This design comes from an exercise in tuning for small area, a short achievable clock period and few clock cycles per item on the open sky130 flow, not from production work.
In this exercise RTL edits were held to simulation tests only and were not proved equivalent to the original.
Power is estimated from default activity; no workload was simulated.

## north
Design BCDConvert, start of the top module:
module BCDConvert(
    input           clk,
    input           rst,
    input           en,
    input   [11:0]  bin_d_in,
    output  [15:0]  bcd_d_out,
    output          rdy
    );
    wire [11:0] b = bin_d_in;
    reg         rdy_q;
    reg  [13:0] q;
    wire w1 = ((~b[11] & b[9]) | (b[11] & b[10] & ~b[9]));
    wire w2 = ((b[10] & (~b[11] | b[9])));
    wire w3 = ((b[11] & ~b[10] & ~b[9]));
    wire w4 = ((b[11] & (b[10] | b[9])));
    wire w5 = ((~w3 & ~w2 & b[8]) | (w2 & w1 & ~b[8]) | (w3 & ~b[8]));
    wire w6 = ((w1 & (~w2 | b[8])) | (w3 & ~b[8]));
    wire w7 = ((w2 & ~w1 & ~b[8]) | (w3 & b[8]));
    wire w8 = (w3 | (w2 & (w1 | b[8])));
    wire w9 = ((~w7 & ~w6 & b[7]) | (w6 & w5 & ~b[7]) | (w7 & ~b[7]));
    wire w10 = ((w5 & (~w6 | b[7])) | (w7 & ~b[7]));
    wire w11 = ((w6 & ~w5 & ~b[7]) | (w7 & b[7]));
    wire w12 = (w7 | (w6 & (w5 | b[7])));
    wire w13 = ((~w11 & ~w10 & b[6]) | (w10 & w9 & ~b[6]) | (w11 & ~b[6]));
    wire w14 = ((w9 & (~w10 | b[6])) | (w11 & ~b[6]));
    wire w15 = ((w10 & ~w9 & ~b[6]) | (w11 & b[6]));
    wire w16 = (w11 | (w10 & (w9 | b[6])));
    wire w17 = ((~w4 & w12) | (w4 & w8 & ~w12));
    wire w18 = ((w8 & (~w4 | w12)));
    wire w19 = ((w4 & ~w8 & ~w12));
    wire w20 = ((w4 & (w8 | w12)));
  ...
Size in the first run: roughly 290 cells after synthesis, about 15 flip-flops.
Settings: LEC_CHECK=0, ABC_AREA=1, CAP_MARGIN=20, CORE_MARGIN=2, CORE_UTILIZATION=40, CTS_BUF_LIST=sky130_fd_sc_hd__clkbuf_4, CTS_CLUSTER_SIZE=30, SLEW_MARGIN=20; clock period 5.0 ns.
standard.sh (not shown) runs the stock make flow with config.mk's settings and CLKGATE_MAP_FILE= SYNTH_SCRIPT=/design/flow/synth_recipe.tcl, a recipe that flattens the netlist after the stock synthesis.
==> flow/flow/run.sh <==
#!/bin/bash
# Standard synthesis and layout; the only change is that the port buffers
# are the platform's smallest buffer (buf_1) instead of the default choice.
set -euo pipefail
bash standard.sh synth > synth.log 2>&1
bash standard.sh "BUFFER_PORTS_ARGS=-buffer_cell sky130_fd_sc_hd__buf_1" finish > layout.log 2>&1
Testbench counts of north, summed over its fixed seeds: cycles 3,200, items 1,600.
The inputs of south differ from those of north as listed below.
==> flow/run.sh (new file) <==
#!/bin/bash
# synth_recipe.tcl (not shown) runs the flow's synth.tcl, then flattens the netlist and writes it again
# the make line also repeats each setting of config.mk as NAME=value (left out here)
make -C /OpenROAD-flow-scripts/flow DESIGN_CONFIG=/design/flow/config.mk WORK_HOME=/design/flow/orfs CLKGATE_MAP_FILE= SYNTH_SCRIPT=/design/flow/synth_recipe.tcl finish
--- a/flow/config.mk
+++ b/flow/config.mk
@@ -7,3 +7,2 @@
 export LEC_CHECK = 0
-export ABC_AREA = 1
 export CAP_MARGIN = 20
@@ -11,4 +10,2 @@
 export CORE_UTILIZATION = 40
-export CTS_BUF_LIST = sky130_fd_sc_hd__clkbuf_4
-export CTS_CLUSTER_SIZE = 30
 export SLEW_MARGIN = 20
removed: flow/flow/run.sh
removed: flow/standard.sh
==> summary.txt <==
Comparing combinational share of power for north and south, the bigger number came from south.
Diff north -> south: xor/xnor cell area share of the yosys netlist went up, worst setup margin went down, via density per instance went up.
Portion of the post-synthesis area used by sequential elements delta for south relative to north: 6.7 points lower
Summary of south over north: core box area grew by about 60%, worst slack at placement lower.
Routed wire length (higher): south
--- input diff south..east ---
--- a/flow/config.mk
+++ b/flow/config.mk
@@ -7,2 +7,3 @@
 export LEC_CHECK = 0
+export ABC_AREA = 1
 export CAP_MARGIN = 20
### Flow results
- The run showing the greater mux share of post-synthesis cell area is south.
- Compared with south, east shows a share of power burned in the clock network that is 0.9 points higher.
- Higher final clock period utilization by the worst path goes to south over east.
- [east] combined area of all synthesized cells fell 35% relative to south
- Fraction of area in registers (lower): south
- Relative to south, final critical delay including setup and external delays has decreased by 990 ps in east.
- [compare] base=south new=east: total power fell by about 7%; number of buffer and inverter stages on the critical path now sits higher.
- In east, the final cell count came out 68 below the value in south.
- Sort south and east by layout-stage area growth over the synthesis result desc -> top: east
- Routed length per instance ends up higher on south.
For west, these inputs were changed with respect to east:
==> flow/flow/run.sh (new file) <==
#!/bin/bash
# Standard synthesis and layout; the only change is that the port buffers
# are the platform's smallest buffer (buf_1) instead of the default choice.
set -euo pipefail
bash standard.sh synth > synth.log 2>&1
bash standard.sh "BUFFER_PORTS_ARGS=-buffer_cell sky130_fd_sc_hd__buf_1" finish > layout.log 2>&1
==> flow/standard.sh (new file) <==
#!/bin/bash
# synth_recipe.tcl (not shown) runs the flow's synth.tcl, then flattens the netlist and writes it again
# the make line also repeats each setting of config.mk as NAME=value (left out here)
make -C /OpenROAD-flow-scripts/flow DESIGN_CONFIG=/design/flow/config.mk WORK_HOME=/design/flow/orfs CLKGATE_MAP_FILE= SYNTH_SCRIPT=/design/flow/synth_recipe.tcl "${@:-finish}"
removed: flow/run.sh
==> comparison <==
Summary of west over east: worst hold slack went down 350 ps, total global routing track utilization moved down, area growth from synthesis to final layout went down by 12 points, post-layout worst setup margin moved up, final RePlAce weighted congestion went down by 0.45%.
Where post-detailed-placement half-perimeter wirelength is concerned, east is outperformed by west.
Per the comparison of west with east, number of clock buffers in the layout dropped 1, sequential share of power climbed 2.8 points.
Power was higher in east than in west.
[compare] base=east new=west: signal arrival time at the worst endpoint lost 350 ps, internal power summed over all cells shows a reduction of about 20%.

[port drivers added, routing unchanged]
The flow's constraints put no driver on any port. The routed layouts listed below were extracted and timed again, unchanged, in two steps. Step 1, drivers: a clkbuf_16 drives clk and a buf_2 each remaining input, both assumed. Step 2 moves the port delays by t, midway between the first and last clock arrival at a register: inputs arrive t later, outputs are due t later. That takes back most of the time a late clock gives input paths. a / b / c = ideal / step 1 / step 2; a / b = the first two.
run | shift t [ns] | setup WS [ns] | latest minus earliest clock arrival (ns)
north | 0.289 | 2.034 / 2.014 / 2.303 | 0.007 / 0.007
south | 0.263 | 0.733 / 0.708 / 0.971 | 0.005 / 0.004
east | 0.256 | 1.728 / 1.710 / 1.965 | 0.004 / 0.005
west | 0.260 | 2.084 / 2.061 / 2.320 | 0.005 / 0.005
After both steps every run listed still meets setup and hold.
